Background: an optimization exercise with open tools, aiming at small area. Do not read the settings as production practice. RTL that was checked went through simulation tests only; none was proved equivalent to the original. No functional check of the RTL was part of runs 1 and 6. Power figures rest on the tool's default switching activity, not on a simulated workload.

==> flow/design.v <==
`timescale 1ns / 1ps
module uart_rx (
    input logic clk,
    input logic rst_n,
    input logic rx_i,
    output logic       push,
    output logic [4:0] code
);
  localparam BAUD_TICK = 54;
  localparam HALF_BAUD = 27;
  logic [5:0] baud_cnt;
  logic [3:0] bit_cnt;
  logic [7:0] rx_shift;
  logic [1:0] rx_sync;
  logic rx_busy;
  logic start_edge;
  always_ff @(posedge clk) begin
    rx_sync <= {rx_sync[0], rx_i};
  end
  always_ff @(posedge clk or negedge rst_n) begin
    if (!rst_n) begin
      start_edge <= 0;
      rx_busy    <= 0;
      push       <= 0;
    end else begin
      start_edge <= (!rx_busy && rx_sync == 2'b10);
      push <= 0;
      if (start_edge) rx_busy <= 1;
      else if (rx_busy && bit_cnt == 9 && baud_cnt == BAUD_TICK) begin
        push    <= 1;
        rx_busy <= 0;
      end
    end
  end
  always_ff @(posedge clk) begin
    if (start_edge) begin
      baud_cnt <= BAUD_TICK - HALF_BAUD;
      bit_cnt  <= 0;
    end else if (rx_busy) begin
      baud_cnt <= baud_cnt + 1'b1;
      if (baud_cnt == BAUD_TICK) begin
        baud_cnt <= 0;
        bit_cnt  <= bit_cnt + 1'b1;
        if (bit_cnt != 0 && bit_cnt != 9) rx_shift <= {rx_sync[0], rx_shift[7:1]};
      end
    end
  end
  logic [3:0] nib;
  logic is_hex, is_w, is_r;
  always_comb begin
    is_hex = 1'b1;
    nib = 4'h0;
    case (rx_shift)
      "0": nib = 4'h0;
      "1": nib = 4'h1;
      "2": nib = 4'h2;
      "3": nib = 4'h3;
      "4": nib = 4'h4;
      "5": nib = 4'h5;
      "6": nib = 4'h6;
      "7": nib = 4'h7;
      "8": nib = 4'h8;
      "9": nib = 4'h9;
      "a", "A": nib = 4'hA;
      "b", "B": nib = 4'hB;
      "c", "C": nib = 4'hC;
      "d", "D": nib = 4'hD;
      "e", "E": nib = 4'hE;
      "f", "F": nib = 4'hF;
      default: begin
        nib = 4'h0;
        is_hex = 1'b0;
      end
    endcase
    is_w = (rx_shift == "w");
    is_r = (rx_shift == "r");
    code = {is_w | is_r, nib[3:1], nib[0] | is_r};
  end
endmodule
`timescale 1ns / 1ps
module uart_tx (
    input logic clk,
    input logic rst_n,
    input logic [7:0] tx_data_i,
    input logic tx_start,
    output logic tx_o,
    output logic tx_busy
);
  localparam BAUD_TICK = 54;
  logic [5:0] baud_cnt;
  logic [10:0] sh;
  assign tx_busy = |sh[10:1];
  assign tx_o = sh[0];
  always_ff @(posedge clk or negedge rst_n) begin
    if (!rst_n) begin
      sh <= 11'b00000000001;
    end else if (tx_start && !tx_busy) begin
      sh[10:1] <= {1'b1, tx_data_i, 1'b0};
    end else if (tx_busy && baud_cnt == BAUD_TICK - 1) begin
      sh <= {1'b0, sh[10:1]};
    end
  end
  always_ff @(posedge clk) begin
    if (tx_start && !tx_busy) baud_cnt <= 0;
    else if (tx_busy) begin
      if (baud_cnt == BAUD_TICK - 1) baud_cnt <= 0;
      else baud_cnt <= baud_cnt + 1'b1;
    end
  end
endmodule
`timescale 1ns / 1ps
module fifo #(
    parameter DataWidth = 5,
    parameter Depth = 16,
    localparam PtrWidth = $clog2(Depth)
) (
    input logic rst_n,
    input logic clk,
    input logic writeEN,
    input logic [DataWidth-1:0] writeData,
    input logic readEN,
    output logic [DataWidth-1:0] readData,
    output logic empty
);
  logic [DataWidth*Depth-1:0] ring;
  logic [PtrWidth:0] count;
  logic [PtrWidth-1:0] rdPos;
  logic full;
  logic pend;
  logic push, pop;
  logic ins;
  assign empty = (count == 0);
  assign full = count[PtrWidth];
  assign push = writeEN && !full;
  assign pop = readEN && !empty;
  assign ins = pend && (rdPos == count[PtrWidth-1:0] - 2'd2);
  always_ff @(posedge clk or negedge rst_n) begin
    if (!rst_n) begin
      count <= '0;
      rdPos <= '0;
      pend  <= 1'b0;
    end else begin
      if (push && !pop) count <= count + 1'b1;
      else if (pop && !push) count <= count - 1'b1;
      if (!pop) rdPos <= rdPos + 1'b1;
      pend <= push | (pend & !ins);
    end
  end
  always_ff @(posedge clk) begin
    ring <= {ring[DataWidth*(Depth-1)-1:0], ins ? writeData : ring[DataWidth*Depth-1-:DataWidth]};
  end
  assign readData = (pend && count == 1) ? writeData : ring[DataWidth*rdPos+:DataWidth];
endmodule
module registers (
    input logic clk,
    input logic rst_n,
    input logic [7:0] head,
    input logic       wr_en,     
    input logic [7:0] wr_addr,
    input logic [7:0] wr_data,   
    output logic [7:0] head_data,
    output logic       q_empty
);
  logic [2047:0] ring;
  logic clearing;
  logic [7:0] ring_in;
  logic v0, v1, v2;
  logic [7:0] a0, a1, a2;
  logic [7:0] d0, d1;
  logic apply, mv0, mv1;
  assign head_data = ring[2047:2040];
  assign q_empty = !(v0 | v1 | v2);
  assign apply = v0 && (a0 == head);
  assign mv0 = v1 && (!v0 || apply);
  assign mv1 = v2 && (!v1 || mv0);
  always_comb begin
    if (clearing) ring_in = 8'h00;
    else if (apply) ring_in = d0;
    else ring_in = head_data;
  end
  always_ff @(posedge clk) begin
    ring <= {ring[2039:0], ring_in};
  end
  always_ff @(posedge clk or negedge rst_n) begin
    if (!rst_n) begin
      clearing <= 1'b1;
      v0 <= 1'b0;
      v1 <= 1'b0;
      v2 <= 1'b0;
    end else begin
      if (head == 8'hFF) clearing <= 1'b0;
      v0 <= mv0 | (v0 & !apply);
      v1 <= mv1 | (v1 & !mv0);
      v2 <= wr_en | (v2 & !mv1);
    end
  end
  always_ff @(posedge clk) begin
    if (mv0) begin
      a0 <= a1;
      d0 <= d1;
    end
    if (mv1) begin
      a1 <= a2;
      d1 <= wr_data;
    end
    if (wr_en) a2 <= wr_addr;
  end
endmodule
module command_parser (
    input logic clk,
    input logic rst_n,
    input  logic [4:0] code,     
    input  logic       empty,
    output logic       readEN,
    input  logic [7:0] head,
    input  logic [7:0] head_data,
    input  logic       q_empty,
    output logic       wr_en,
    output logic [7:0] wr_addr,
    output logic [7:0] wr_data,
    output logic [7:0] tx_data_o,
    output logic       tx_start,
    input  logic       busy
);
  typedef enum logic [2:0] {
    IDLE,
    PARSE_ADDR_UPPER,
    PARSE_ADDR_LOWER,
    PARSE_DATA_UPPER,
    PARSE_DATA_LOWER,
    EXECUTE_WRITE,
    EXECUTE_READ,
    RESPOND_SEND
  } state_t;
  state_t state_reg, next_state;
  logic       cmd_w;
  logic [7:0] addr_reg;
  logic [7:0] data_reg;
  logic [1:0] response_idx;
  logic [3:0] hex_nibble;
  logic [3:0] nibble_to_send;
  logic [7:0] ascii_char;
  assign hex_nibble = {code[3:1], code[0] & ~code[4]};
  assign wr_addr = addr_reg;
  assign wr_data = data_reg;
  always_ff @(posedge clk or negedge rst_n) begin
    if (!rst_n) state_reg <= IDLE;
    else state_reg <= next_state;
  end
  always_ff @(posedge clk) begin
    case (state_reg)
      IDLE: if (!empty && code[4]) cmd_w <= ~code[0];
      PARSE_ADDR_UPPER: if (!empty) addr_reg[7:4] <= hex_nibble;
      PARSE_ADDR_LOWER: if (!empty) addr_reg[3:0] <= hex_nibble;
      PARSE_DATA_UPPER: if (!empty) data_reg[7:4] <= hex_nibble;
      PARSE_DATA_LOWER: if (!empty) data_reg[3:0] <= hex_nibble;
      EXECUTE_READ: response_idx <= 2'd0;
      RESPOND_SEND: begin
        if (q_empty && head == addr_reg) data_reg <= head_data;
        if (!busy) response_idx <= response_idx + 1'b1;
      end
      default: ;
    endcase
  end
  always_comb begin
    next_state = state_reg;
    readEN = 1'b0;
    wr_en = 1'b0;
    tx_start = 1'b0;
    case (state_reg)
      IDLE: begin
        if (!empty) begin
          readEN = 1'b1;
          if (code[4]) next_state = PARSE_ADDR_UPPER;
        end
      end
      PARSE_ADDR_UPPER: begin
        if (!empty) begin
          readEN = 1'b1;
          next_state = PARSE_ADDR_LOWER;
        end
      end
      PARSE_ADDR_LOWER: begin
        if (!empty) begin
          if (cmd_w) begin
            readEN = 1'b1;
            next_state = PARSE_DATA_UPPER;
          end else begin
            next_state = EXECUTE_READ;
          end
        end
      end
      PARSE_DATA_UPPER: begin
        if (!empty) begin
          readEN = 1'b1;
          next_state = PARSE_DATA_LOWER;
        end
      end
      PARSE_DATA_LOWER: begin
        if (!empty) next_state = EXECUTE_WRITE;
      end
      EXECUTE_WRITE: begin
        wr_en = (addr_reg != 8'h00);
        next_state = IDLE;
      end
      EXECUTE_READ: next_state = RESPOND_SEND;
      RESPOND_SEND: begin
        if (!busy) begin
          tx_start = 1'b1;
          if (response_idx == 2'd3) next_state = IDLE;
        end
      end
      default: next_state = IDLE;
    endcase
  end
  assign nibble_to_send = response_idx[0] ? data_reg[3:0] : data_reg[7:4];
  assign ascii_char = (nibble_to_send < 4'd10) ? {4'h3, nibble_to_send} : {4'h4, 1'b0, nibble_to_send[2:0] - 3'd1};
  always_comb begin
    case (response_idx)
      2'd0: tx_data_o = 8'h0A;
      2'd1: tx_data_o = 8'h3E;
      default: tx_data_o = ascii_char;
    endcase
  end
endmodule
`timescale 1ns / 1ps
module fpga_debug_top (
    input  logic clk,
    input  logic i_uart_rx_pin,
    output logic o_uart_tx_pin,
    input  logic rst_n,
    output logic led
);
  logic [15:0] blink_cnt;
  always_ff @(posedge clk or negedge rst_n) begin
    if (!rst_n) blink_cnt <= '0;
    else blink_cnt <= blink_cnt + 1'b1;
  end
  assign led = blink_cnt[15];
  logic       rx_push;
  logic [4:0] rx_code;
  logic [4:0] fifo_code;
  logic       fifo_empty;
  logic       fifo_pop;
  logic [7:0] tx_data;
  logic       tx_start;
  logic       tx_busy;
  logic [7:0] head_data;
  logic       q_empty;
  logic       wr_en;
  logic [7:0] wr_addr;
  logic [7:0] wr_data;
  uart_rx u_uart_rx (
      .clk(clk),
      .rst_n(rst_n),
      .rx_i(i_uart_rx_pin),
      .push(rx_push),
      .code(rx_code)
  );
  fifo u_fifo (
      .clk(clk),
      .rst_n(rst_n),
      .writeEN(rx_push),
      .writeData(rx_code),
      .readEN(fifo_pop),
      .readData(fifo_code),
      .empty(fifo_empty)
  );
  command_parser u_command_parser (
      .clk(clk),
      .rst_n(rst_n),
      .code(fifo_code),
      .empty(fifo_empty),
      .readEN(fifo_pop),
      .head(blink_cnt[7:0]),
      .head_data(head_data),
      .q_empty(q_empty),
      .wr_en(wr_en),
      .wr_addr(wr_addr),
      .wr_data(wr_data),
      .tx_data_o(tx_data),
      .tx_start(tx_start),
      .busy(tx_busy)
  );
  registers u_registers (
      .clk(clk),
      .rst_n(rst_n),
      .head(blink_cnt[7:0]),
      .wr_en(wr_en),
      .wr_addr(wr_addr),
      .wr_data(wr_data),
      .head_data(head_data),
      .q_empty(q_empty)
  );
  uart_tx u_uart_tx (
      .clk(clk),
      .rst_n(rst_n),
      .tx_data_i(tx_data),
      .tx_start(tx_start),
      .tx_o(o_uart_tx_pin),
      .tx_busy(tx_busy)
  );
endmodule
==> flow/flow/run.sh <==
#!/bin/bash
set -euo pipefail
export CTS_ARGS="-sink_clustering_enable -repair_clock_nets -dont_use_dummy_load -buf_list sky130_fd_sc_hd__clkbuf_8 -sink_clustering_size 22 -sink_clustering_max_diameter 50"
bash standard.sh > standard_flow.log 2>&1
==> flow/standard.sh <==
#!/bin/bash
# synth_recipe.tcl (not shown) runs the flow's synth.tcl, then flattens the netlist and writes it again
# the make line also repeats each setting of config.mk as NAME=value (left out here)
make -C /OpenROAD-flow-scripts/flow DESIGN_CONFIG=/design/flow/config.mk WORK_HOME=/design/flow/orfs CLKGATE_MAP_FILE= SYNTH_SCRIPT=/design/flow/synth_recipe.tcl "${@:-finish}"
==> flow/config.mk <==
export PLATFORM = sky130hd
export DESIGN_NAME = fpga_debug_top
export DESIGN_NICKNAME = fpga_debug_top
export VERILOG_FILES = /design/flow/design.v
export SDC_FILE = /design/flow/constraint.sdc
export NUM_CORES = 4
export LEC_CHECK = 0
export CAP_MARGIN = 20
export CORE_MARGIN = 2
export CORE_UTILIZATION = 60
export SLEW_MARGIN = 20
==> flow/constraint.sdc <==
create_clock -name core_clock -period 20.0 [get_ports {clk}]
set_input_delay 4.0000 -clock core_clock [delete_from_list [all_inputs] [get_ports {clk}]]
set_output_delay 4.0000 -clock core_clock [all_outputs]
set_load 0.01 [all_outputs]
==> metrics.md, run 1 <==
| Metric | Value |
|---|---|
| Status | `no timing/DRC/antenna violations` |
| Initial antenna violation count | `1` |
| TritonCTS clock tree | `yes` |
| Slowest cell on crit path | `dfstp_2` |
| HP Start | `u_registers.ring[1710]` |
| GPL Wtd Cong | `0.7737` |
| Leak | `0.02084 uW` |
| Worst-Margin Slew | `0.9538 ns` |
| Placed Area | `0.05063 sq mm` |
| Commonest non-fill, non-tap cell in the layout | `dfxtp_1` |
| CTS Buffer Depth | `3` |
| Via/cell ratio | `4.491` |
| Worst EP arrival | `1.86 ns` |
| Yosys reg bits | `2,260` |
| Top_reg_cell synth | `dfxtp_1` |
| WL/cell | `13.59 microns` |
| CTS Sinks | `2,260` |
| Crit path launch type | `flop` |
| Filler cells | `5,694` |
| Vias in the first global route | `18,010` |
| Port Buffers | `4` |
| Cell count after synthesis | `2,702` |
| Tmin final | `5.865 ns` |
| Clock Latency Late Sink | `0.79 ns` |
| CTS Root Cell | `clkbuf_8` |
| Max-slew violation count | `0` |
| Post-route setup slack | `14.14 ns` |
| Ys async rst share | `0.02080` |
| Post-synthesis mux area share | `0.01551` |
| Drt first pass iters | `8` |
| Register area share after synthesis | `0.9350` |
| Crit-path cells | `clkdlybuf4s50_1` |
| GR Util met1 | `0.1993` |
| Slowest stage delay, CP | `0.57 ns` |
| Crit path from | `u_uart_tx.sh[0]` |
| Buf/Inv on CP | `1` |
| H-Tree Depth | `4` |
| Slew HR | `0.3593` |
| Power Density | `122.2 mW/mm^2` |
| VDD IR-drop max | `0.06772 mV` |
| Max-Cap Viols | `0` |
| Post-CTS resize count | `0` |
| Horiz. Die Dim | `290.8 microns` |
| GRT Resource Usage Total | `0.1300` |
| Vert. Die Dim | `290.8 microns` |
| Critical Path RT | `16.00 ns` |
| Post-synth EDFFs | `67` |
| Syn Nets | `2,726` |
| Largest net degree at the start of global routing | `48` |
| Top Registers | `u_registers.ring (2048), u_fifo.ring (80), blink_cnt (16)` |
| Worst hold slack | `0.2611 ns` |
| Cell row count | `105` |
| DRC | `0` |
| Cts hold-fix bufs | `0` |
| Main combinational cell family by area after synthesis | `simple AND/OR/NAND/NOR gates` |
| GR peak layer | `met1` |
| Final period util | `0.2932` |
| GR met3 Demand/Resource | `0.03380` |
| R2r startpoint | `u_uart_rx.baud_cnt[0]` |
| Detail Route Antenna Nets | `0` |
| Grt total ovfl | `0` |
| Area growth, synth to finish | `6.492%` |
| Max FFs per register | `2,048` |
| Post-Synth XOR/XNOR Area | `0.009936` |
| Post-Synth Adder-Cell Area | `0.005323` |
| Synth cell types | `63` |
| Met2 GRT Util | `0.1735` |
| Post-synthesis simple-gate area fraction | `0.01881` |
| Hold WC Path Type | `flop to flop` |
| Layout cells sized above 1 | `0.06020` |
| Most frequent cells in the layout | `dfxtp_1, clkbuf_8, edfxtp_1` |
| Fin Setup TNS | `0 ns` |
| Worst Path Max Fanout | `2` |
| Largest Register | `u_registers.ring` |
| Family with the most delay on the worst path | `flip-flops` |
| First-pass GRT wire length | `90,000 microns` |
| Total setup buffers inserted after CTS | `0` |
| Mapped Area | `0.04936 sq mm` |
| RSZ-0062 raised after global routing | `false` |
| Final instance area | `0.05257 sq mm` |
| CTS buffer count | `140` |
| CP Class | `flop to primary output` |
| Final count of negative-setup-slack endpoints | `0` |
| Via count | `17,490` |
| CP endpoint kind | `primary output` |
| Reg clk slew, reported paths | `0.11 ns` |
| Die area | `0.08458 sq mm` |
| Skew final | `0.06793 ns` |
| Routed wire length | `52,920 microns` |
| Warnings, synthesis | `6` |
| Hold Fails Final Rpt | `0` |
| Initial DRC Count | `929` |
| Worst slack, placed | `14.89 ns` |
| Mean Syn Cell Area | `18.27 sq um` |
| Detailed placer's ending HPWL | `27,600 microns` |
| Fmax | `0.1705 GHz` |
| Starting Density | `0.6041` |
| Synth Area in Compound Gates | `0.01087` |
| Final nets | `2,850` |
| # IOs | `5` |
| Core area | `0.08172 sq mm` |
## synthesized netlist by cell type (3+ instances only)
master    instances  share of area
nor2_1           49         0.0037
and4_1            4        0.00071
o22a_1            3        0.00053
o21a_1            6        0.00091
clkbuf_1         15         0.0011
edfxtp_1         67          0.041
o31ai_1           6        0.00091
buf_2             3        0.00030
nand2_1          32         0.0024
nand2b_1          7        0.00089
o211ai_1          3        0.00046
mux2i_1          27         0.0055
mux2_2            3        0.00068
mux4_2           15         0.0068
a21oi_1          24         0.0024
xnor2_1          24         0.0043
dfrtp_1          45          0.023
dfxtp_1        2146           0.87
o21ai_1          13         0.0013
mux2_1           11         0.0025
nor3b_1           5        0.00076
nor4_1           13         0.0016
and2_1            5        0.00063
inv_1            23         0.0017
ha_1             21         0.0053
a211oi_1          5        0.00076
nand3_1          19         0.0019
nor3_1            9        0.00091
and3_1           10         0.0013
xor2_1           32         0.0057
a22o_1            3        0.00053
nand4_1           7        0.00089
o22ai_1           4        0.00051
o21ai_0           3        0.00030
nor2b_1           5        0.00063
## cells by family (layout without fill, tap and decap cells)
family | after synthesis | count (layout)
AOI/OAI and AO/OA | 82 | 82
other | 0 | 1
and+or+nand+nor | 178 | 178
DFF | 2260 | 2260
xor gates and xnor gates | 56 | 56
muxes | 56 | 56
buffers and inverters | 49 | 171
adders and majority gates | 21 | 21
## worst register-to-register path: stages, from the launching register on
cell and delay, ns:
dfxtp_1 0.37, inv_1 0.08, ha_1 0.15, nand2_1 0.07, nor4bb_2 0.65, nand2_1 0.37
nor3_1 0.86
## final cells by class
class                           instances  area (sq um)  area share
Clock buffer                          140          1927     0.03666
Multi-Input combinational cell        393          2999     0.05705
Tap cell                             1070          1339     0.02547
Sequential cell                      2260         46150      0.8780
Timing Repair Buffer                    7         57.56    0.001095
Antenna cell                            1         2.502  0.00004760
Inverter                               24         90.09    0.001714
## power breakdown
group          switching (uW)  internal (uW)
combinational            38.1           29.6
sequential               12.4           4530
clock                    1180            633
## layer usage
| layer | vias up | wire length (microns) | share of wire |
|---|---|---|---|
| met1 | 8337 | 28410 | 0.54 |
| li1 | 8726 | - | - |
| met2 | 280 | 20460 | 0.39 |
| met3 | 151 | 2297 | 0.043 |
| met4 | 0 | 1740 | 0.033 |
| met5 | - | 0 | 0 |
## metrics by stage
step | total power [uW] | instances | utilization
2_1_floorplan | 4693 | 2702 | -
3_3_place_gp | 4703 | 3754 | 0.6195
3_5_place_dp | 4711 | 3754 | 0.6196
4_1_cts | 6508 | 3894 | 0.6431
5_1_grt | 6684 | 3895 | 0.6433
6_report | 6422 | 3895 | 0.6433
## worst paths after layout
kind / end / slack [ns] / depth (start not counted)
setup / recovery: o_uart_tx_pin / 14.14 / 1
hold / removal: u_registers.ring[1718] / 0.26 / 0
setup reg to reg: u_uart_rx.rx_shift[5] / 17.06 / 6
hold reg to reg: u_registers.ring[1718] / 0.26 / 0
max in group asynchronous: u_registers.v1 / 16.16 / 2
min in group asynchronous: blink_cnt[15] / 3.32 / 2
==> inputs of run 2 (changes only) <==
--- a/flow/design.v
+++ b/flow/design.v
@@ -157,22 +157,23 @@
     input logic [7:0] head,
     input logic       wr_en,     
     input logic [7:0] wr_addr,
-    input logic [7:0] wr_data,   
+    input logic [7:0] wr_data,
     output logic [7:0] head_data,
     output logic       q_empty
 );
   logic [2047:0] ring;
   logic clearing;
   logic [7:0] ring_in;
-  logic v0, v1, v2;
+  logic v0, v1, v2, v3;
   logic [7:0] a0, a1, a2;
-  logic [7:0] d0, d1;
-  logic apply, mv0, mv1;
+  logic [7:0] d0, d1, d2;
+  logic apply, mv0, mv1, mv2;
   assign head_data = ring[2047:2040];
-  assign q_empty = !(v0 | v1 | v2);
+  assign q_empty = !(v0 | v1 | v2 | v3);
   assign apply = v0 && (a0 == head);
   assign mv0 = v1 && (!v0 || apply);
   assign mv1 = v2 && (!v1 || mv0);
+  assign mv2 = v3 && (!v2 || mv1);
   always_comb begin
     if (clearing) ring_in = 8'h00;
     else if (apply) ring_in = d0;
@@ -187,11 +188,13 @@
       v0 <= 1'b0;
       v1 <= 1'b0;
       v2 <= 1'b0;
+      v3 <= 1'b0;
     end else begin
       if (head == 8'hFF) clearing <= 1'b0;
       v0 <= mv0 | (v0 & !apply);
       v1 <= mv1 | (v1 & !mv0);
-      v2 <= wr_en | (v2 & !mv1);
+      v2 <= mv2 | (v2 & !mv1);
+      v3 <= wr_en | (v3 & !mv2);
     end
   end
   always_ff @(posedge clk) begin
@@ -201,9 +204,12 @@
     end
     if (mv1) begin
       a1 <= a2;
-      d1 <= wr_data;
+      d1 <= d2;
+    end
+    if (mv2) begin
+      a2 <= wr_addr;
+      d2 <= wr_data;
     end
-    if (wr_en) a2 <= wr_addr;
   end
 endmodule
 module command_parser (
==> metrics.md, run 2 <==
| Metric | Value |
|---|---|
| HP Start | `u_registers.ring[300]` |
| CTS Sinks | `2,269 (+0.40%)` |
| Post-CTS resize count | `0 (unchanged)` |
| Mapped Area | `0.04977 sq mm (+0.83%)` |
| First-pass GRT wire length | `90,000 microns (about the same)` |
| Cell count after synthesis | `2,737 (+1.3%)` |
| Final count of negative-setup-slack endpoints | `0 (unchanged)` |
| Buf/Inv on CP | `1 (unchanged)` |
| Vert. Die Dim | `292.0 microns (+0.41%)` |
| Synth cell types | `59 (-6.3%)` |
| CP Class | `flop to primary output` |
| WL/cell | `13.31 microns (-2.0%)` |
| Drt first pass iters | `5 (-3)` |
| Fin Setup TNS | `0 ns (unchanged)` |
| Worst Path Max Fanout | `2 (unchanged)` |
| Final period util | `0.2887 (-0.004550)` |
| Crit path launch type | `flop` |
| Slowest cell on crit path | `clkdlybuf4s50_1` |
| Detail Route Antenna Nets | `0 (unchanged)` |
| CTS Root Cell | `clkbuf_8` |
| Detailed placer's ending HPWL | `27,220 microns (-1.4%)` |
| Hold WC Path Type | `flop to flop` |
| Mean Syn Cell Area | `18.19 sq um (-0.46%)` |
| Largest net degree at the start of global routing | `49 (+2.1%)` |
| Cell row count | `105 (unchanged)` |
| Tmin final | `5.774 ns (-0.09100 ns)` |
| VDD IR-drop max | `0.07473 mV (+10%)` |
| Syn Nets | `2,761 (+1.3%)` |
| Via count | `17,650 (+0.90%)` |
| Top_reg_cell synth | `dfxtp_1` |
| Max FFs per register | `2,048 (unchanged)` |
| Commonest non-fill, non-tap cell in the layout | `dfxtp_1` |
| Reg clk slew, reported paths | `0.11 ns (about the same)` |
| Top cell type's share of synthesized area | `0.8631 (-0.007176)` |
| Max-Cap Viols | `0 (unchanged)` |
| Leak | `0.02092 uW (+0.37%)` |
| RSZ-0062 raised after global routing | `false` |
| Post-synth EDFFs | `75 (+12%)` |
| TritonCTS clock tree | `yes` |
| R2r startpoint | `u_fifo.rdPos[1]` |
| Starting Density | `0.6062 (+0.002099)` |
| CTS buffer count | `137 (-2.1%)` |
| Register area share after synthesis | `0.9326 (-0.002380)` |
| Most frequent cells in the layout | `dfxtp_1, clkbuf_8, edfxtp_1` |
| GRT Resource Usage Total | `0.1283 (-0.001689)` |
| Path depth of the worst reg2reg path | `5 (-1)` |
| Yosys reg bits | `2,269 (+0.40%)` |
| CTS Buffer Depth | `3 (unchanged)` |
| Final nets | `2,881 (+1.1%)` |
| Top Registers | `u_registers.ring (2048), u_fifo.ring (80), blink_cnt (16)` |
| Layout cells sized above 1 | `0.06515 (+0.004951)` |
| DRC | `0 (unchanged)` |
| Worst hold slack | `0.2726 ns (+0.01144 ns)` |
| Count leader, synth | `dfxtp_1` |
| Slew HR | `0.3358 (-0.02344)` |
| Cts hold-fix bufs | `0 (unchanged)` |
| Skew final | `0.06856 ns (+0.0006343 ns)` |
| Hold Fails Final Rpt | `0 (unchanged)` |
| Total setup buffers inserted after CTS | `0 (unchanged)` |
| Synth top area cells | `dfxtp_1, edfxtp_1, dfrtp_1, mux4_2, xor2_1` |
| Status | `no timing/DRC/antenna violations` |
| Warnings, synthesis | `6 (unchanged)` |
| Initial antenna violation count | `1 (unchanged)` |
| Hold Crit Depth | `0 (unchanged)` |
| Die area | `0.08528 sq mm (+0.82%)` |
| Power Density | `121.2 mW/mm^2 (-0.78%)` |
| Worst-Margin Slew | `0.9963 ns (+0.04250 ns)` |
| H-Tree Depth | `4 (unchanged)` |
| Family with the most delay on the worst path | `buffers and inverters` |
| GPL Wtd Cong | `0.7893 (+2.0%)` |
| # IOs | `5 (unchanged)` |
| Routed wire length | `52,260 microns (-1.2%)` |
| Slowest stage delay, CP | `0.53 ns (-0.04 ns)` |
| Worst EP arrival | `1.77 ns (-0.09 ns)` |
| Clock Latency Late Sink | `0.77 ns (-0.02 ns)` |
| Grt total ovfl | `0 (unchanged)` |
| Crit path from | `u_uart_tx.sh[0]` |
| Vias in the first global route | `18,120 (+0.57%)` |
| Ys async rst share | `0.02115 (+0.0003582)` |
| Worst path depth | `1 (unchanged)` |
| Initial DRC Count | `710 (-24%)` |
| Critical Path RT | `16.00 ns (about the same)` |
| Largest Register | `u_registers.ring` |
| Core area | `0.08211 sq mm (+0.48%)` |
| Crit-path cells | `clkdlybuf4s50_1` |
| Via/cell ratio | `4.496 (+0.10%)` |
| Filler cells | `5,693 (-0.018%)` |
| Synth cell count leaders | `dfxtp_1, edfxtp_1, nor2_1` |
| Horiz. Die Dim | `292.0 microns (+0.41%)` |
| Area growth, synth to finish | `6.385% (about the same)` |
| Max-slew violation count | `0 (unchanged)` |
| Port Buffers | `4 (unchanged)` |
| Area leader, netlist | `dfxtp_1` |
| CP endpoint kind | `primary output` |
| Fmax | `0.1732 GHz (+1.6%)` |
[run 2: cell count changes after synthesis, sizes merged, moves of 5 or more]
cell	delta
a31oi	+5
nand4	+5
nand2	+6
edfxtp	+8
mux2i	-6
mux4	+6
[run 2: logic make-up after synthesis]
logic type,count (synthesis),synth area share
simple gates,198,0.02031
compound gates,84,0.01078
flops,2269,0.9326
xor+xnor,54,0.009502
mux,56,0.01704
fa+ha+maj,21,0.005279
buf+inv,55,0.004500
[run 2: metal layers]
layer | vias up | share of wire | track usage | wire [microns]
met1 | 8400 | 0.54 | 0.1956 | 27990
met3 | 142 | 0.040 | 0.03045 | 2067
met4 | 0 | 0.033 | 0.06047 | 1749
met2 | 240 | 0.39 | 0.1729 | 20450
li1 | 8869 | - | - | -
met5 | - | 0 | 0 | 0
[run 2: metrics by stage]
stage                     setup WS, ns  total power (uW)  area, sq um    util  cells
final                            14.23              6418        52950  0.6449   3926
after global routing             14.07              6672        52950  0.6449   3926
after global placement           14.96              4717        51050  0.6218   3787
after floorplan                  15.47              4708        49770       -   2737
after detailed placement         14.96              4723        51060  0.6218   3787
after CTS                        14.12              6500        52940  0.6448   3924
[run 2: area by class of cell]
cell class,count,area [sq um],share of cell area
sequential,2269,46420,0.8766
multi-input combinational,413,3136,0.05922
clock buffer,137,1886,0.03561
tap,1070,1339,0.02528
inverter,27,101.3,0.001914
timing repair buffer,9,70.07,0.001323
antenna,1,2.502,0.00004726
[run 2: path summary, 6_finish.rpt]
kind / end / slack, ns
worst max-delay path: o_uart_tx_pin / 14.23
worst min register to register: u_registers.ring[308] / 0.27
min in group asynchronous: u_fifo.rdPos[0] / 3.35
worst min-delay path: u_registers.ring[308] / 0.27
worst max register to register: u_command_parser.addr_reg[3] / 17.08
max in group asynchronous: u_fifo.rdPos[2] / 16.15
[run 2: report_power, final]
part | internal, uW | switching [uW]
clock network | 620 | 1180
logic | 27.6 | 32.9
registers | 4550 | 11.9
==> inputs of run 3 (changes only) <==
==> flow/flow/run.sh (replaced) <==
#!/bin/bash
set -euo pipefail
export CTS_ARGS="-sink_clustering_enable -repair_clock_nets -dont_use_dummy_load -buf_list sky130_fd_sc_hd__buf_6 -sink_clustering_size 16 -sink_clustering_max_diameter 45"
bash standard.sh > standard_flow.log 2>&1
==> metrics.md, run 3 <==
| Metric | Value |
|---|---|
| Max-Cap Viols | `0 (unchanged)` |
| Horiz. Die Dim | `292.0 microns (unchanged)` |
| Final count of negative-setup-slack endpoints | `0 (unchanged)` |
| Status | `no timing/DRC/antenna violations` |
| Die area | `0.08528 sq mm (unchanged)` |
| CTS Sinks | `2,269 (unchanged)` |
| Crit path launch type | `flop` |
| Cts hold-fix bufs | `0 (unchanged)` |
| Via/cell ratio | `4.524 (+0.62%)` |
| CTS Buffer Depth | `3 (unchanged)` |
| Worst-Margin Slew | `1.042 ns (+0.04581 ns)` |
| Mapped Area | `0.04977 sq mm (unchanged)` |
| Warnings, synthesis | `6 (unchanged)` |
| Area leader, netlist | `dfxtp_1` |
| Ys async rst share | `0.02115 (unchanged)` |
| Reg clk slew, reported paths | `0.10 ns (about the same)` |
| DRC | `0 (unchanged)` |
| Slowest cell on crit path | `dfstp_2` |
| Routed wire length | `52,840 microns (+1.1%)` |
| CTS buffer count | `171 (+25%)` |
| Largest Register | `u_registers.ring` |
| H-Tree Depth | `4 (unchanged)` |
| Synth top area cells | `dfxtp_1, edfxtp_1, dfrtp_1, mux4_2, xor2_1` |
| Filler cells | `5,729 (+0.63%)` |
| Max-slew violation count | `0 (unchanged)` |
| Final period util | `0.2878 (-0.0008450)` |
| First-pass GRT wire length | `91,170 microns (+1.3%)` |
| Synth cell count leaders | `dfxtp_1, edfxtp_1, nor2_1` |
| Commonest non-fill, non-tap cell in the layout | `dfxtp_1` |
| Layout cells sized above 1 | `0.07615 (+0.01100)` |
| Overall power | `6511 uW (+1.4%)` |
| Vias in the first global route | `18,440 (+1.8%)` |
| CP Class | `flop to primary output` |
| Most frequent cells in the layout | `dfxtp_1, buf_6, edfxtp_1` |
| Critical Path RT | `16.00 ns (about the same)` |
| Syn Nets | `2,761 (unchanged)` |
| Hold Fails Final Rpt | `0 (unchanged)` |
| Slowest stage delay, CP | `0.53 ns (about the same)` |
| Port Buffers | `4 (unchanged)` |
| Fin Setup TNS | `0 ns (unchanged)` |
| Top Registers | `u_registers.ring (2048), u_fifo.ring (80), blink_cnt (16)` |
| Final nets | `2,915 (+1.2%)` |
| Detail Route Antenna Nets | `0 (unchanged)` |
| Tmin final | `5.757 ns (-0.01690 ns)` |
| Vert. Die Dim | `292.0 microns (unchanged)` |
| Largest net degree at the start of global routing | `49 (unchanged)` |
| WL/cell | `13.34 microns (+0.24%)` |
| Cell row count | `105 (unchanged)` |
| Top_reg_cell synth | `dfxtp_1` |
| Post-CTS resize count | `0 (unchanged)` |
| Post-synth EDFFs | `75 (unchanged)` |
| Worst Path Max Fanout | `2 (unchanged)` |
| Register Area | `0.04642 sq mm (unchanged)` |
| GPL Wtd Cong | `0.7893 (unchanged)` |
| Fmax | `0.1737 GHz (+0.29%)` |
| Footprint of the multi-input gates | `0.003136 sq mm (unchanged)` |
| Max FFs per register | `2,048 (unchanged)` |
| Via count | `17,910 (+1.5%)` |
| Grt total ovfl | `0 (unchanged)` |
| Power Density | `122.9 mW/mm^2 (+1.4%)` |
| Core area | `0.08211 sq mm (unchanged)` |
| Worst EP arrival | `1.76 ns (about the same)` |
| Finished Core Util | `0.6454 (about the same)` |
| Skew final | `0.08594 ns (+0.01738 ns)` |
| GRT Resource Usage Total | `0.1303 (+0.001962)` |
| Mean Syn Cell Area | `18.19 sq um (unchanged)` |
| Slew HR | `0.3053 (-0.03054)` |
| Synth cell types | `59 (unchanged)` |
| Count leader, synth | `dfxtp_1` |
| Cell count after synthesis | `2,737 (unchanged)` |
| VDD IR-drop max | `0.07618 mV (+1.9%)` |
| Leak | `0.02097 uW (+0.24%)` |
| Starting Density | `0.6062 (unchanged)` |
| TritonCTS clock tree | `yes` |
| Yosys reg bits | `2,269 (unchanged)` |
| Drt first pass iters | `4 (-1)` |
| Buf/Inv on CP | `1 (unchanged)` |
| Top cell type's share of synthesized area | `0.8631 (unchanged)` |
| Initial DRC Count | `711 (+0.14%)` |
| # IOs | `5 (unchanged)` |
| Clock Latency Late Sink | `0.76 ns (about the same)` |
| Initial antenna violation count | `1 (unchanged)` |
| Total setup buffers inserted after CTS | `0 (unchanged)` |
| Crit-path cells | `clkdlybuf4s50_1` |
| Family with the most delay on the worst path | `flip-flops` |
| CP endpoint kind | `primary output` |
| CTS Root Cell | `buf_6` |
| Area growth, synth to finish | `6.466% (about the same)` |
| Register area share after synthesis | `0.9326 (unchanged)` |
| Hold WC Path Type | `flop to flop` |
| Detailed placer's ending HPWL | `27,220 microns (unchanged)` |
| RSZ-0062 raised after global routing | `false` |
==> run 3: cell counts after synthesis <==
No cell type changed its count.
==> run 3: report_power, final <==
| group | leakage [uW] | switching (uW) | total, uW | internal, uW |
|---|---|---|---|---|
| Sequential | 0.0185 | 12.0 | 4560 | 4550 |
| Clock | 0.00103 | 1230 | 1890 | 658 |
| Combinational | 0.00143 | 33.1 | 60.9 | 27.7 |
==> run 3: path summary, 6_finish.rpt <==
kind	from	endpoint	slack [ns]	depth (start not counted)
worst min-delay path	u_registers.ring[801]	u_registers.ring[809]	0.27	0
worst min register to register	u_registers.ring[801]	u_registers.ring[809]	0.27	0
min in group asynchronous	rst_n	u_fifo.rdPos[2]	3.36	2
worst max register to register	u_fifo.rdPos[1]	u_command_parser.addr_reg[3]	17.06	5
worst max-delay path	u_uart_tx.sh[0]	o_uart_tx_pin	14.24	1
max in group asynchronous	rst_n	blink_cnt[7]	16.13	2
==> run 3: stage by stage <==
stage | instances | instance area [sq um] | worst slack, ns | hold WS (ns)
floorplan | 2737 | 49770 | 15.47 | 0.3096
global placement | 3787 | 51050 | 14.96 | 0.3104
detailed placement | 3787 | 51060 | 14.96 | 0.3121
CTS | 3958 | 52980 | 14.15 | 0.2648
global route | 3960 | 52990 | 14.09 | 0.2674
finish | 3960 | 52990 | 14.24 | 0.2656
==> run 3: logic make-up after synthesis <==
| group | after synthesis | share of synthesized area |
|---|---|---|
| AOI/OAI and AO/OA | 84 | 0.01078 |
| xor gates and xnor gates | 54 | 0.009502 |
| adders and majority gates | 21 | 0.005279 |
| buffers and inverters | 55 | 0.004500 |
| DFF | 2269 | 0.9326 |
| muxes | 56 | 0.01704 |
| and+or+nand+nor | 198 | 0.02031 |
==> run 3: metal layers <==
metal,up-vias,part of all wire,global-route usage
met5,-,0,0
met4,0,0.034,0.06450
met3,160,0.045,0.03425
met2,298,0.39,0.1744
met1,8477,0.53,0.1960
li1,8979,-,-
==> run 3: cell type report <==
type	instances	area share
clock buffer	171	0.03634
sequential	2269	0.8759
tap	1070	0.02526
multi-input combinational	413	0.05917
inverter	27	0.001913
timing repair buffer	9	0.001322
antenna	1	0.00004722
==> inputs of run 4 (changes only) <==
==> flow/flow/run.sh (replaced) <==
#!/bin/bash
set -euo pipefail
export CTS_ARGS="-sink_clustering_enable -repair_clock_nets -dont_use_dummy_load -buf_list sky130_fd_sc_hd__clkbuf_8 -sink_clustering_size 20 -sink_clustering_max_diameter 55"
bash standard.sh > standard_flow.log 2>&1
==> metrics.md, run 4 <==
| Metric | Value |
|---|---|
| Status | `no timing/DRC/antenna violations` |
| CP endpoint kind | `primary output` |
| Top cell type's share of synthesized area | `0.8631 (unchanged)` |
| TritonCTS clock tree | `yes` |
| Via/cell ratio | `4.503 (-0.45%)` |
| Power Density | `121.1 mW/mm^2 (-1.5%)` |
| Largest Register | `u_registers.ring` |
| Yosys reg bits | `2,269 (unchanged)` |
| Count leader, synth | `dfxtp_1` |
| Total setup buffers inserted after CTS | `0 (unchanged)` |
| Final nets | `2,882 (-1.1%)` |
| Syn Nets | `2,761 (unchanged)` |
| Hold WC Path Type | `flop to flop` |
| Cell count after synthesis | `2,737 (unchanged)` |
| Vert. Die Dim | `292.0 microns (unchanged)` |
| Layout cells sized above 1 | `0.06548 (-0.01067)` |
| Cell row count | `105 (unchanged)` |
| Critical Path RT | `16.00 ns (about the same)` |
| Via count | `17,680 (-1.3%)` |
| Routed wire length | `51,960 microns (-1.7%)` |
| Post-synth EDFFs | `75 (unchanged)` |
| Vias in the first global route | `18,090 (-1.9%)` |
| Crit-path cells | `clkdlybuf4s50_1` |
| CTS Sinks | `2,269 (unchanged)` |
| Worst-Margin Slew | `1.009 ns (-0.03338 ns)` |
| Post-CTS resize count | `0 (unchanged)` |
| Core area | `0.08211 sq mm (unchanged)` |
| Initial antenna violation count | `1 (unchanged)` |
| Finished Core Util | `0.6450 (about the same)` |
| CTS Buffer Depth | `3 (unchanged)` |
| Synth top area cells | `dfxtp_1, edfxtp_1, dfrtp_1, mux4_2, xor2_1` |
| Commonest non-fill, non-tap cell in the layout | `dfxtp_1` |
| First-pass GRT wire length | `89,740 microns (-1.6%)` |
| Slowest stage delay, CP | `0.68 ns (+0.15 ns)` |
| Warnings, synthesis | `6 (unchanged)` |
| Max FFs per register | `2,048 (unchanged)` |
| Cts hold-fix bufs | `0 (unchanged)` |
| Horiz. Die Dim | `292.0 microns (unchanged)` |
| Buf/Inv on CP | `1 (unchanged)` |
| RSZ-0062 raised after global routing | `false` |
| Detail Route Antenna Nets | `0 (unchanged)` |
| CP Class | `flop to primary output` |
| Leak | `0.02093 uW (-0.20%)` |
| Hold Fails Final Rpt | `0 (unchanged)` |
| Family with the most delay on the worst path | `buffers and inverters` |
| Max-Cap Viols | `0 (unchanged)` |
| Ys async rst share | `0.02115 (unchanged)` |
| Worst Path Max Fanout | `2 (unchanged)` |
| Fmax | `0.1723 GHz (-0.81%)` |
| VDD IR-drop max | `0.07714 mV (+1.3%)` |
| Grt total ovfl | `0 (unchanged)` |
| Area growth, synth to finish | `6.413% (about the same)` |
| CTS buffer count | `138 (-19%)` |
| Final period util | `0.2902 (+0.002350)` |
| Die area | `0.08528 sq mm (unchanged)` |
| Drt first pass iters | `5 (+1)` |
| Worst EP arrival | `1.80 ns (+0.04 ns)` |
| WL/cell | `13.23 microns (-0.84%)` |
| Starting Density | `0.6062 (unchanged)` |
| GRT Resource Usage Total | `0.1281 (-0.002210)` |
| Mapped Area | `0.04977 sq mm (unchanged)` |
| Fin Setup TNS | `0 ns (unchanged)` |
| Top Registers | `u_registers.ring (2048), u_fifo.ring (80), blink_cnt (16)` |
| Synth cell types | `59 (unchanged)` |
| # IOs | `5 (unchanged)` |
| Initial DRC Count | `703 (-1.1%)` |
| GPL Wtd Cong | `0.7893 (unchanged)` |
| CTS Root Cell | `clkbuf_8` |
| Tmin final | `5.804 ns (+0.04700 ns)` |
| Largest net degree at the start of global routing | `49 (unchanged)` |
| Most frequent cells in the layout | `dfxtp_1, clkbuf_8, edfxtp_1` |
| Clock Latency Late Sink | `0.77 ns (about the same)` |
| Reg clk slew, reported paths | `0.11 ns (about the same)` |
| DRC | `0 (unchanged)` |
| H-Tree Depth | `4 (unchanged)` |
| Synth cell count leaders | `dfxtp_1, edfxtp_1, nor2_1` |
| Register area share after synthesis | `0.9326 (unchanged)` |
| Max-slew violation count | `0 (unchanged)` |
| Port Buffers | `4 (unchanged)` |
| Skew final | `0.07064 ns (-0.01530 ns)` |
| Final count of negative-setup-slack endpoints | `0 (unchanged)` |
| Mean Syn Cell Area | `18.19 sq um (unchanged)` |
| Slowest cell on crit path | `clkdlybuf4s50_1` |
| Detailed placer's ending HPWL | `27,220 microns (unchanged)` |
| Slew HR | `0.3275 (+0.02225)` |
| Top_reg_cell synth | `dfxtp_1` |
| Area leader, netlist | `dfxtp_1` |
| Crit path launch type | `flop` |
==> run 4: path summary, 6_finish.rpt <==
kind                                       startpoint                           end  slack (ns)  depth (start not counted)
worst max register to register        u_fifo.rdPos[1]  u_command_parser.data_reg[7]       17.12                          5
max in group asynchronous                       rst_n                  blink_cnt[0]       16.16                          2
worst max-delay path                    blink_cnt[15]                           led       14.20                          1
worst min-delay path            u_registers.ring[692]         u_registers.ring[700]        0.29                          0
min in group asynchronous                       rst_n               u_fifo.count[0]        3.35                          2
worst min register to register  u_registers.ring[692]         u_registers.ring[700]        0.29                          0
==> run 4: power by group <==
part | switching [uW] | internal [uW] | leakage (uW)
clock network | 1170 | 624 | 0.000992
registers | 11.8 | 4550 | 0.0185
logic | 33.1 | 27.6 | 0.00143
==> run 4: kinds of logic after synthesis <==
group,synth area share
AOI/OAI and AO/OA,0.01078
xor gates and xnor gates,0.009502
adders and majority gates,0.005279
buffers and inverters,0.004500
DFF,0.9326
muxes,0.01704
and+or+nand+nor,0.02031
==> run 4: area by class of cell <==
class                      instances  area, sq um
sequential                      2269        46420
fill                            5707        29150
multi-input combinational        413         3136
clock buffer                     138         1899
tap                             1070         1339
inverter                          27        101.3
timing repair buffer               9        70.07
antenna                            1        2.502
==> run 4: layer usage <==
| metal | track usage | vias to the layer above | wire length (microns) |
|---|---|---|---|
| li1 | - | 8874 | - |
| met1 | 0.1945 | 8450 | 27590 |
| met2 | 0.1740 | 244 | 20620 |
| met3 | 0.03410 | 116 | 2302 |
| met4 | 0.05280 | 0 | 1450 |
| met5 | 0 | - | 0 |
==> run 4: per-stage QoR <==
step | std cells | hold WS (ns) | instance area [sq um] | total power, uW | setup WS (ns)
floorplan | 2737 | 0.3096 | 49770 | 4708 | 15.47
global placement | 3787 | 0.3104 | 51050 | 4717 | 14.96
detailed placement | 3787 | 0.3121 | 51060 | 4723 | 14.96
CTS | 3925 | 0.2796 | 52960 | 6503 | 14.07
global route | 3927 | 0.2890 | 52960 | 6676 | 13.99
finish | 3927 | 0.2929 | 52960 | 6414 | 14.20
==> inputs of run 5 (changes only) <==
--- a/flow/design.v
+++ b/flow/design.v
@@ -14,33 +14,29 @@
   logic [1:0] rx_sync;
   logic rx_busy;
   logic start_edge;
+  assign rx_busy = !(bit_cnt[3] & bit_cnt[1]);
+  assign push = (bit_cnt == 4'd10);
   always_ff @(posedge clk) begin
     rx_sync <= {rx_sync[0], rx_i};
   end
   always_ff @(posedge clk or negedge rst_n) begin
     if (!rst_n) begin
       start_edge <= 0;
-      rx_busy    <= 0;
-      push       <= 0;
+      bit_cnt    <= 4'd11;
     end else begin
       start_edge <= (!rx_busy && rx_sync == 2'b10);
-      push <= 0;
-      if (start_edge) rx_busy <= 1;
-      else if (rx_busy && bit_cnt == 9 && baud_cnt == BAUD_TICK) begin
-        push    <= 1;
-        rx_busy <= 0;
-      end
+      if (start_edge) bit_cnt <= 4'd0;
+      else if (push) bit_cnt <= 4'd11;
+      else if (rx_busy && baud_cnt == BAUD_TICK) bit_cnt <= bit_cnt + 1'b1;
     end
   end
   always_ff @(posedge clk) begin
     if (start_edge) begin
       baud_cnt <= BAUD_TICK - HALF_BAUD;
-      bit_cnt  <= 0;
     end else if (rx_busy) begin
       baud_cnt <= baud_cnt + 1'b1;
       if (baud_cnt == BAUD_TICK) begin
         baud_cnt <= 0;
-        bit_cnt  <= bit_cnt + 1'b1;
         if (bit_cnt != 0 && bit_cnt != 9) rx_shift <= {rx_sync[0], rx_shift[7:1]};
       end
     end
==> flow/flow/run.sh (replaced) <==
#!/bin/bash
set -euo pipefail
export CTS_ARGS="-sink_clustering_enable -repair_clock_nets -dont_use_dummy_load -buf_list sky130_fd_sc_hd__buf_6 -sink_clustering_size 20 -sink_clustering_max_diameter 50"
bash standard.sh > standard_flow.log 2>&1
==> metrics.md, run 5 <==
| Metric | Value |
|---|---|
| Cell row count | `105 (unchanged)` |
| Slowest cell on crit path | `dfstp_2` |
| Fin Setup TNS | `0 ns (unchanged)` |
| Crit-path cells | `clkdlybuf4s50_1` |
| Layout cells sized above 1 | `0.06966 (+0.004184)` |
| Commonest non-fill, non-tap cell in the layout | `dfxtp_1` |
| Post-synthesis simple-gate area fraction | `0.01888 (-0.001431)` |
| Via count | `17,370 (-1.8%)` |
| Detail Route Antenna Nets | `0 (unchanged)` |
| CTS Sinks | `2,267 (-0.088%)` |
| Final period util | `0.2904 (about the same)` |
| Top Registers | `u_registers.ring (2048), u_fifo.ring (80), blink_cnt (16)` |
| Synth cell count leaders | `dfxtp_1, edfxtp_1, nor2_1` |
| Die area | `0.08482 sq mm (-0.53%)` |
| Cts hold-fix bufs | `0 (unchanged)` |
| CTS Root Cell | `buf_6` |
| Syn Nets | `2,723 (-1.4%)` |
| Slew HR | `0.4982 (+0.1707)` |
| Drt first pass iters | `6 (+1)` |
| CP endpoint kind | `primary output` |
| Max-Cap Viols | `0 (unchanged)` |
| DRC | `0 (unchanged)` |
| Hold WC Path Type | `flop to flop` |
| Count leader, synth | `dfxtp_1` |
| VDD IR-drop max | `0.06468 mV (-16%)` |
| Leak | `0.02058 uW (-1.6%)` |
| RSZ-0062 raised after global routing | `false` |
| Cell count after synthesis | `2,698 (-1.4%)` |
| Mapped Area | `0.04950 sq mm (-0.54%)` |
| Crit path launch type | `flop` |
| Critical Path RT | `16.00 ns (about the same)` |
| Warnings, synthesis | `6 (unchanged)` |
| Initial DRC Count | `712 (+1.3%)` |
| # IOs | `5 (unchanged)` |
| H-Tree Depth | `4 (unchanged)` |
| Ys async rst share | `0.02206 (+0.0009009)` |
| GPL Wtd Cong | `0.7454 (-5.6%)` |
| Tmin final | `5.808 ns (+0.004200 ns)` |
| CTS Buffer Depth | `3 (unchanged)` |
| Family with the most delay on the worst path | `flip-flops` |
| Register area share after synthesis | `0.9371 (+0.004537)` |
| Mean Syn Cell Area | `18.35 sq um (+0.90%)` |
| Post-CTS resize count | `0 (unchanged)` |
| Post-synthesis mux area share | `0.01511 (-0.001929)` |
| Main combinational cell family by area after synthesis | `simple AND/OR/NAND/NOR gates` |
| Worst-Margin Slew | `0.7493 ns (-0.2594 ns)` |
| Synth Area in Compound Gates | `0.009680 (-0.001104)` |
| Post-Synth Adder-Cell Area | `0.005560 (+0.0002814)` |
| Finished Core Util | `0.6407 (-0.004365)` |
| Synth top area cells | `dfxtp_1, edfxtp_1, dfrtp_1, mux4_2, ha_1` |
| Skew final | `0.06485 ns (-0.005798 ns)` |
| Total setup buffers inserted after CTS | `0 (unchanged)` |
| Hold Fails Final Rpt | `0 (unchanged)` |
| Status | `no timing/DRC/antenna violations` |
| Power Density | `120.1 mW/mm^2 (-0.84%)` |
| GRT Resource Usage Total | `0.1278 (-0.0002202)` |
| Fmax | `0.1722 GHz (about the same)` |
| Worst Path Max Fanout | `2 (unchanged)` |
| Area growth, synth to finish | `5.927%` |
| Buf/Inv on CP | `1 (unchanged)` |
| Worst EP arrival | `1.81 ns (about the same)` |
| Core area | `0.08185 sq mm (-0.32%)` |
| Initial antenna violation count | `2 (+1)` |
| Grt total ovfl | `0 (unchanged)` |
| CTS buffer count | `144 (+4.3%)` |
| Horiz. Die Dim | `291.2 microns (-0.27%)` |
| Via/cell ratio | `4.449 (-1.2%)` |
| Area leader, netlist | `dfxtp_1` |
| Vias in the first global route | `17,840 (-1.4%)` |
| Max FFs per register | `2,048 (unchanged)` |
| Synth cell types | `60 (+1.7%)` |
| Slowest stage delay, CP | `0.54 ns (-0.14 ns)` |
| Port Buffers | `4 (unchanged)` |
| Detailed placer's ending HPWL | `26,280 microns (-3.4%)` |
| Top cell type's share of synthesized area | `0.8662 (+0.003073)` |
| Largest Register | `u_registers.ring` |
| Routed wire length | `51,310 microns (-1.2%)` |
| Final count of negative-setup-slack endpoints | `0 (unchanged)` |
| Clock Latency Late Sink | `0.79 ns (+0.02 ns)` |
| Largest net degree at the start of global routing | `51 (+4.1%)` |
| Starting Density | `0.6048 (-0.001341)` |
| Vert. Die Dim | `291.2 microns (-0.27%)` |
| First-pass GRT wire length | `89,040 microns (-0.78%)` |
| Most frequent cells in the layout | `dfxtp_1, buf_6, edfxtp_1` |
| Max-slew violation count | `0 (unchanged)` |
| TritonCTS clock tree | `yes` |
| Reg clk slew, reported paths | `0.12 ns (about the same)` |
| Post-synth EDFFs | `75 (unchanged)` |
| Yosys reg bits | `2,267 (-0.088%)` |
| Final nets | `2,855 (-0.94%)` |
| CP Class | `flop to primary output` |
| Top_reg_cell synth | `dfxtp_1` |
| WL/cell | `13.15 microns (-0.64%)` |
| Post-Synth XOR/XNOR Area | `0.01008 (+0.0005824)` |
==> run 5: changes by cell type after synthesis, moves of 5 or more <==
cell,delta
a22oi_1,+5
clkbuf_1,-7
inv_1,-8
nand3_1,+12
nor2_1,-7
nor3_1,-6
nor4_1,-6
==> run 5: final cells by class <==
class / instances / area (sq um)
clock buffer: 144 / 1622
tap: 1070 / 1339
timing repair buffer: 7 / 57.56
fill: 5754 / 29410
multi-input combinational: 391 / 2944
antenna: 5 / 12.51
sequential: 2267 / 46390
inverter: 19 / 71.32
==> run 5: routing by layer <==
| layer | vias up | share of wire | track usage |
|---|---|---|---|
| li1 | 8777 | - | - |
| met1 | 8230 | 0.54 | 0.1942 |
| met2 | 232 | 0.39 | 0.1707 |
| met3 | 126 | 0.044 | 0.03474 |
| met4 | 0 | 0.030 | 0.05788 |
| met5 | - | 0 | 0 |
==> run 5: final timing paths <==
path | startpoint | to | slack, ns | cells after the start
worst max-delay path | u_uart_tx.sh[0] | o_uart_tx_pin | 14.19 | 1
worst min-delay path | u_registers.ring[1890] | u_registers.ring[1898] | 0.28 | 0
worst max register to register | u_fifo.count[0] | u_fifo.count[4] | 17.06 | 9
worst min register to register | u_registers.ring[1890] | u_registers.ring[1898] | 0.28 | 0
max in group asynchronous | rst_n | u_command_parser.state_reg[0] | 16.15 | 2
min in group asynchronous | rst_n | u_uart_tx.sh[3] | 3.35 | 2
==> run 5: logic make-up after synthesis <==
group	count (synthesis)
AND/OR/NAND/NOR	183
buffers and inverters	40
XOR/XNOR	57
flip-flops	2267
adder cells (fa/ha/maj)	22
multiplexers	53
AO/OA/AOI/OAI	76
==> run 5: metrics by stage <==
| stage | worst slack, ns | total power [uW] | area [sq um] | instances | hold WS, ns |
|---|---|---|---|---|---|
| 6_report | 14.19 | 6297 | 52440 | 3903 | 0.2790 |
| 5_1_grt | 14.09 | 6561 | 52440 | 3902 | 0.2775 |
| 4_1_cts | 14.07 | 6389 | 52420 | 3898 | 0.2823 |
| 3_5_place_dp | 14.96 | 4640 | 50800 | 3754 | 0.3121 |
| 3_3_place_gp | 14.95 | 4640 | 50800 | 3754 | 0.3109 |
| 2_1_floorplan | 15.47 | 4638 | 49500 | 2698 | 0.3096 |
==> run 5: power breakdown <==
group / internal, uW / switching, uW / total, uW
Sequential: 4530 / 0.107 / 4530
Combinational: 0.389 / 2.00 / 2.39
Clock: 560 / 1200 / 1760
==> inputs of run 6 (changes only) <==
--- a/flow/design.v
+++ b/flow/design.v
@@ -125,6 +125,7 @@
   logic pend;
   logic push, pop;
   logic ins;
+  logic [DataWidth-1:0] ring_out;
   assign empty = (count == 0);
   assign full = count[PtrWidth];
   assign push = writeEN && !full;
@@ -145,7 +146,14 @@
   always_ff @(posedge clk) begin
     ring <= {ring[DataWidth*(Depth-1)-1:0], ins ? writeData : ring[DataWidth*Depth-1-:DataWidth]};
   end
-  assign readData = (pend && count == 1) ? writeData : ring[DataWidth*rdPos+:DataWidth];
+  logic [Depth-1:0] rdSel;
+  always_comb begin
+    rdSel = '0;
+    rdSel[rdPos] = 1'b1;
+    ring_out = '0;
+    for (int i = 0; i < Depth; i++) ring_out = ring_out | (ring[DataWidth*i+:DataWidth] & {DataWidth{rdSel[i]}});
+  end
+  assign readData = (pend && count == 1) ? writeData : ring_out;
 endmodule
 module registers (
     input logic clk,
==> metrics.md, run 6 <==
| Metric | Value |
|---|---|
| Status | `no timing/DRC/antenna violations` |
| Reg clk slew, reported paths | `0.11 ns (about the same)` |
| Footprint of the multi-input gates | `0.003333 sq mm (+13%)` |
| Grt total ovfl | `0 (unchanged)` |
| Buf/Inv on CP | `1 (unchanged)` |
| Slew HR | `0.2626 (-0.2355)` |
| CP Class | `flop to primary output` |
| Final instance area | `0.05286 sq mm (+0.80%)` |
| Starting Density | `0.6074 (+0.002563)` |
| Largest net degree at the start of global routing | `51 (unchanged)` |
| R2R Setup Slk | `16.08 ns (-0.98 ns)` |
| Max FFs per register | `2,048 (unchanged)` |
| Mean Syn Cell Area | `17.80 sq um (-3.0%)` |
| Synth top area cells | `dfxtp_1, edfxtp_1, dfrtp_1, ha_1, xnor2_1` |
| Vert. Die Dim | `292.5 microns (+0.45%)` |
| Largest Register | `u_registers.ring` |
| DRC | `0 (unchanged)` |
| Fmax | `0.1733 GHz (+0.68%)` |
| Hold WC Path Type | `flop to flop` |
| Detailed placer's ending HPWL | `30,650 microns (+17%)` |
| Critical Path End | `led` |
| Critical Path RT | `16.00 ns (about the same)` |
| Worst path depth | `1 (unchanged)` |
| Layout cells sized above 1 | `0.06485 (-0.004814)` |
| Cell count after synthesis | `2,806 (+4.0%)` |
| Worst EP arrival | `1.77 ns (-0.04 ns)` |
| Fin Setup TNS | `0 ns (unchanged)` |
| Via count | `18,190 (+4.7%)` |
| Synth cell count leaders | `dfxtp_1, edfxtp_1, nand2_1` |
| Final nets | `2,960 (+3.7%)` |
| Filler cells | `5,808 (+0.94%)` |
| Initial DRC Count | `704 (-1.1%)` |
| Total setup buffers inserted after CTS | `0 (unchanged)` |
| Post-synth EDFFs | `75 (unchanged)` |
| H-Tree Depth | `4 (unchanged)` |
| Top cell type's share of synthesized area | `0.8584 (-0.007789)` |
| Warnings, synthesis | `6 (unchanged)` |
| Via/cell ratio | `4.546 (+2.2%)` |
| Initial antenna violation count | `1 (-1)` |
| Post-CTS resize count | `0 (unchanged)` |
| Port Buffers | `4 (unchanged)` |
| Max-slew violation count | `0 (unchanged)` |
| WL/cell | `14.18 microns (+7.9%)` |
| Path depth of the worst reg2reg path | `9 (unchanged)` |
| Slowest stage delay, CP | `0.68 ns (+0.14 ns)` |
| Ys async rst share | `0.02206 (unchanged)` |
| Register area share after synthesis | `0.9287 (-0.008427)` |
| VDD IR-drop max | `0.1000 mV (+55%)` |
| GRT Resource Usage Total | `0.1392 (+0.01133)` |
| Core area | `0.08224 sq mm (+0.48%)` |
| Cell row count | `105 (unchanged)` |
| Horiz. Die Dim | `292.5 microns (+0.45%)` |
| Family with the most delay on the worst path | `buffers and inverters` |
| CTS Buffer Depth | `3 (unchanged)` |
| # IOs | `5 (unchanged)` |
| Vias in the first global route | `18,860 (+5.7%)` |
| Worst Path Max Fanout | `2 (unchanged)` |
| Drt first pass iters | `5 (-1)` |
| Syn Nets | `2,834 (+4.1%)` |
| Die area | `0.08558 sq mm (+0.89%)` |
| Cts hold-fix bufs | `0 (unchanged)` |
| Count leader, synth | `dfxtp_1` |
| Area leader, netlist | `dfxtp_1` |
| Crit path from | `blink_cnt[15]` |
| Top Registers | `u_registers.ring (2048), u_fifo.ring (80), blink_cnt (16)` |
| CTS Sinks | `2,267 (unchanged)` |
| Most frequent cells in the layout | `dfxtp_1, buf_6, edfxtp_1` |
| Max-Cap Viols | `0 (unchanged)` |
| R2r startpoint | `u_fifo.rdPos[0]` |
| GPL Wtd Cong | `0.7341 (-1.5%)` |
| Worst-Margin Slew | `1.101 ns (+0.3516 ns)` |
| TritonCTS clock tree | `yes` |
| Register Area | `0.04639 sq mm (about the same)` |
| Commonest non-fill, non-tap cell in the layout | `dfxtp_1` |
| Detail Route Antenna Nets | `0 (unchanged)` |
| First-pass GRT wire length | `96,590 microns (+8.5%)` |
| Placed Area | `0.05122 sq mm (+0.82%)` |
| Finished Core Util | `0.6427 (+0.002026)` |
| Top_reg_cell synth | `dfxtp_1` |
| Power Density | `119.2 mW/mm^2 (-0.77%)` |
| Yosys reg bits | `2,267 (unchanged)` |
| Routed wire length | `56,740 microns (+11%)` |
| Mapped Area | `0.04995 sq mm (+0.91%)` |
| Clock Latency Late Sink | `0.73 ns (-0.06 ns)` |
| Skew final | `0.09694 ns (+0.03210 ns)` |
| Crit-path cells | `clkdlybuf4s50_1` |
| Leak | `0.02070 uW (+0.56%)` |
| Slowest cell on crit path | `clkdlybuf4s50_1` |
| Hold Fails Final Rpt | `0 (unchanged)` |
| CTS Root Cell | `buf_6` |
| Crit path launch type | `flop` |
| Synth cell types | `79 (+32%)` |
| Final period util | `0.2884 (-0.001970)` |
| RSZ-0062 raised after global routing | `false` |
| Tmin final | `5.769 ns (-0.03940 ns)` |
| CTS buffer count | `145 (+0.69%)` |
| Final count of negative-setup-slack endpoints | `0 (unchanged)` |
| Area growth, synth to finish | `5.813%` |
| Worst r2r dst | `u_command_parser.data_reg[5]` |
| CP endpoint kind | `primary output` |
run 6: cell types whose count changed after synthesis, sizes merged, moves of 4 or more:
cell,change
nor3,+4
o21ai,+8
xnor2,+9
clkbuf,+8
nor2,-6
a32oi,+7
a21oi,+9
nand2,+30
inv,+7
nand4,+4
nand3,+15
mux4,-16
xor2,-5
run 6: cell families after synthesis:
kind of cell             synth area share
AO/OA/AOI/OAI                     0.01783
XOR/XNOR                          0.01115
adder cells (fa/ha/maj)          0.006262
buffers and inverters            0.004684
flip-flops                         0.9287
multiplexers                     0.006487
AND/OR/NAND/NOR                   0.02490
run 6: stage by stage:
step	std cells	power [uW]	worst slack [ns]	hold slack, ns
after floorplan	2806	4638	15.47	0.3096
after global placement	3855	4640	14.95	0.3099
after detailed placement	3855	4640	14.96	0.3121
after CTS	4000	6388	14.11	0.2563
after global routing	4001	6555	14.09	0.2564
final	4001	6298	14.23	0.2665
run 6: layout make-up:
| class | instances | area share |
|---|---|---|
| Clock buffer | 145 | 0.03089 |
| Inverter | 25 | 0.001775 |
| Tap cell | 1070 | 0.02533 |
| Sequential cell | 2267 | 0.8777 |
| Multi-Input combinational cell | 485 | 0.06306 |
| Antenna cell | 1 | 0.00004734 |
| Timing Repair Buffer | 8 | 0.001231 |
run 6: how the worst min path moves through the flow:
stage,startpoint,endpoint,cells after the start
6_report,u_registers.ring[528],u_registers.ring[536],0
5_1_grt,u_registers.ring[528],u_registers.ring[536],0
4_1_cts,u_registers.ring[1669],u_registers.ring[1677],0
2_1_floorplan,u_registers.ring[992],u_registers.ring[1000],0
3_5_place_dp,u_registers.ring[1039],u_registers.ring[1047],0
3_3_place_gp,u_registers.ring[196],u_registers.ring[204],0
run 6: where the power goes:
group	switching, uW	total [uW]	internal [uW]
sequential	0.208	4530	4530
clock	1200	1760	563
combinational	2.03	2.42	0.390
total	1200	6300	5100
run 6: worst register-to-register path: stages (launching register included):
cell and delay [ns]:
dfrtp_1 0.57, inv_1 0.23, ha_1 0.63, nor2_1 0.25, nand2_1 0.14, a31oi_1 0.38
a31oi_1 0.34, o2111ai_1 0.14, o31ai_1 0.75, o21ai_0 0.20
run 6: layer usage:
metal	track usage	part of all wire	wire length [microns]	vias to the layer above
met5	0	0	0	-
met4	0.05466	0.027	1537	0
met3	0.03445	0.040	2275	136
met2	0.1932	0.40	22670	236
met1	0.2106	0.53	30260	8634
li1	-	-	-	9181

## static timing again, ports no longer ideal
In the flow no input, the clock included, has a driving cell. The finished layouts below were timed again as built, in two steps. Step 1: set_driving_cell puts a clkbuf_16 on clk and a buf_2 on each other input, an assumption about the parent block. Step 2 times the ports against the registers' clock, not the clock port: input delays grow and output delays shrink by t, the midpoint of the rising clock arrivals with the driver on. Slacks: ideal ports / drivers / drivers and shift; pairs: ideal ports / drivers.
| run | t (ns) | slack for setup (ns) | hold WS [ns] | worst register clock-pin slew, ns | cell pins on the clock port's net |
|---|---|---|---|---|---|
| run 1 | 0.815 | 14.135 / 14.075 / 14.889 | 0.261 / 0.261 / 0.261 | 0.12 / 0.12 | 1 |
| run 2 | 0.807 | 14.226 / 14.165 / 14.972 | 0.273 / 0.273 / 0.273 | 0.12 / 0.12 | 1 |
| run 3 | 0.793 | 14.243 / 14.179 / 14.972 | 0.266 / 0.266 / 0.266 | 0.10 / 0.10 | 1 |
| run 4 | 0.810 | 14.196 / 14.134 / 14.944 | 0.293 / 0.293 / 0.293 | 0.11 / 0.11 | 1 |
| run 5 | 0.802 | 14.192 / 14.130 / 14.932 | 0.279 / 0.279 / 0.279 | 0.12 / 0.12 | 1 |
| run 6 | 0.758 | 14.231 / 14.175 / 14.932 | 0.266 / 0.266 / 0.266 | 0.12 / 0.12 | 1 |
After both steps every run listed still meets setup and hold.
